This design comes from an exercise in tuning for small area, a short achievable clock period and few clock cycles on the open sky130 flow, not from production work.
The RTL was checked by simulation tests, not by an equivalence proof against the original design.

== old ==
## mips_cpu
module mips_cpu (
	input clock, input reset,
	output [31:0] PC, input [31:0] op,		 
	output [31:0] DA,				 
	output [3:0] we, output [31:0] DO,		 
	output re, input [31:0] DI			 
);
Size: ~5200 cells after synthesis, roughly 170 I/O pins, roughly 61000 µm² of cells after synthesis.
Settings: LEC_CHECK=0, CAP_MARGIN=20, CORE_MARGIN=2, CORE_UTILIZATION=40, SETUP_SLACK_MARGIN=3, SLEW_MARGIN=20; clock period 6.0 ns.
run.sh (not shown) runs the stock make flow with config.mk's settings and CLKGATE_MAP_FILE= SYNTH_SCRIPT=/design/flow/synth_recipe.tcl, a recipe that flattens the netlist after the stock synthesis.
Testbench counts of old, summed over its fixed seeds: cycles 48,867.
diff inputs: old => new
diff --git a/flow/design.v b/flow/design.v
--- a/flow/design.v
+++ b/flow/design.v
@@ -53,61 +53,46 @@
 	wire log     = special & F[5:2] == 4'b1001;
 	wire lr = jr & F[0];				 
 	wire la = jump & C[0];				 
 	wire bl = regimm & rt[4];			 
 	wire [4:0] dst = (shift | add | log | lr) ? rd :
 			 (addi | logi | load)     ? rt :
 			 (la | bl)                ? 5'd31 : 5'd0;
 	reg  [4:0]  ed, md;			 
 	reg         ev, mv;			 
 	wire [31:0] ER, MR;			 
 	wire fse = ev & (rs == ed), fsm = mv & (rs == md);
 	wire fte = ev & (rt == ed), ftm = mv & (rt == md);
+	wire [31:0] S = fse ? ER : fsm ? MR : GS;
+	wire [31:0] T = fte ? ER : ftm ? MR : GT;
 	wire useT = special | cond | regimm | store;
 	wire [31:0] imm = jump ? {6'b0, op[25:0]} :
 			  (logi & C[1:0] == 2'b11) ? {op[15:0], 16'b0} :
 			  logi ? {16'b0, op[15:0]} :
 			  {{16 {op[15]}}, op[15:0]};
-	wire [31:0] AS;				 
-	wire        AL;				 
-	wire [31:0] EO;				 
-	reg x_sum, x_slt;
-	function [31:0] opsel (input fe, fm, ra, input [31:0] i,
-			       input xs, xl, input [31:0] as, input al,
-			       input [31:0] eo, mr);
-		opsel = ({32 {fe & xs}} & as) |
-			{31'b0, fe & xl & al} |
-			({32 {fe}} & eo) |
-			({32 {!fe & fm}} & mr) |
-			({32 {!fe & !fm & ra}} & i);
-	endfunction
-	wire [31:0] S  = opsel(fse, fsm, 1'b1, GS, x_sum, x_slt, AS, AL, EO, MR);
-	wire [31:0] BN = opsel(useT & fte, useT & ftm, useT, GT,
-			       x_sum, x_slt, AS, AL, EO, MR) |
-			 ({32 {!useT}} & imm);
 	reg [31:0] A, B;			 
 	reg [15:0] I;				 
 	reg [4:0]  SA;				 
-	reg x_sub, x_uns;			 
+	reg x_sum, x_slt, x_sub, x_uns;		 
 	reg x_and, x_or, x_xor, x_nor, x_lui;	 
 	reg x_shl, x_shr, x_arith;		 
 	reg x_link;				 
 	reg x_load, x_store, x_se;		 
 	reg [3:0] x_mask;
 	reg x_br, x_j, x_jr;			 
 	reg [2:0] x_bf;
 	wire [1:0] LF = log ? F[1:0] : C[1:0];
 	always @(posedge clock) begin
 		A  <= S;
-		B  <= BN;
+		B  <= useT ? T : imm;
 		I  <= op[15:0];
 		SA <= F[2] ? S[4:0] : sa;
 		ed <= dst;
 		ev <= !reset & dst != 5'd0;
 		x_sum   <= (add & !F[3]) | (addi & !C[1]);
 		x_slt   <= (add &  F[3]) | (addi &  C[1]);
 		x_sub   <= add ? F[1] : C[1];
 		x_uns   <= add ? F[0] : C[0];
 		x_and   <= (log | logi) & LF == 2'b00;
 		x_or    <= (log | logi) & LF == 2'b01;
 		x_xor   <= (log | logi) & LF == 2'b10;
 		x_nor   <=  log         & LF == 2'b11;
@@ -159,28 +144,29 @@
 					y[i] = (n[k] & l & (i >= (1 << k) ? v[i - (1 << k)] : 1'b0)) |
 					       (n[k] & (k == 0 ? r : !l) &
 						(i + (1 << k) < 32 ? v[i + (1 << k)] : f)) |
 					       (!n[k] & (k == 0 ? l | r : 1'b1) & v[i]);
 				v = y;
 			end
 			bshift = v;
 		end
 	endfunction
 	wire [31:0] sr = bshift(B, SA, x_shl, x_shr, x_arith & B[31]);
 	reg  [31:2] pc;
 	wire [31:2] pc4 = pc + 1;
-	assign AS = s[31:0];
-	assign AL = lt;
-	assign EO = lo | sr | ({32 {x_link}} & {pc4, 2'b00});
-	assign ER = ({32 {x_sum}} & s[31:0]) | {31'b0, x_slt & lt} | EO;
+	assign ER = ({32 {x_sum}} & s[31:0]) |
+		    {31'b0, x_slt & lt} |
+		    lo |
+		    sr |
+		    ({32 {x_link}} & {pc4, 2'b00});
 	wire [32:0] eas = add32(A, {{16 {I[15]}}, I}, 1'b0);
 	wire [31:0] ea = eas[31:0];
 	wire [31:0] SD = {x_mask[2] ? B[31:24] : x_mask[1] ? B[15:8] : B[7:0],
 			  x_mask[2] ? B[23:16] : B[7:0],
 			  x_mask[1] ? B[15: 8] : B[7:0],
 			  B[7:0]};
 	reg [31:0] MA, M;			 
 	reg [3:0]  m_we;
 	reg        m_load, m_se;
 	reg [2:1]  m_mask;
 	always @(posedge clock) begin
 		MA     <= ea;
## What came out
- new vs old — final weighted congestion in routability-driven placement rose 0.0039.
- new vs. old: initial cell density of the core about even, final cell count rose about 4%.
- Comparing old and new, the higher worst setup margin is on new.
- Number of distinct library cells after synthesis grows by a few percent when moving from old to new.
- Area enclosed by the die boundary on new is up relative to old.
- Final critical delay including setup and external delays is lower on new
- Re routed wire length: old and new aren't equal, and the lower value belongs to new.
- Synthesized cell count: new vs old up about 4%
- The relative slew slack of new was superior to that of old.
Testbench counts of new, summed over its fixed seeds: cycles 48,867.

==> port drivers added, routing unchanged <==
In the flow no input, the clock included, has a driving cell. The finished layouts below were timed again as built, in two steps.
Step 1 sets driving cells, clkbuf_16 on the clock port and buf_2 on the other inputs (assumed; they add their load-dependent delay and slew).
Step 2 times the ports against the registers' clock, not the clock port: input delays grow and output delays shrink by t, the midpoint of the rising clock arrivals with the driver on.
a / b / c = ideal ports / drivers / drivers and shift; a / b = the first two.
run | t, ns | slack for setup (ns) | hold slack, ns | worst setup path after step 2 | cell pins on the clock port's net
old | 0.877 | 2.296 / 2.296 / 1.626 | 0.329 / 0.329 / 0.329 | input to register | 1
new | 0.895 | 2.473 / 2.473 / 1.650 | 0.330 / 0.330 / 0.330 | input to register | 1
After both steps setup and hold are still met in every run listed. For new, which loses most, drivers alone change the setup slack by 0.000 ns; drivers and shift together by -0.823 ns.
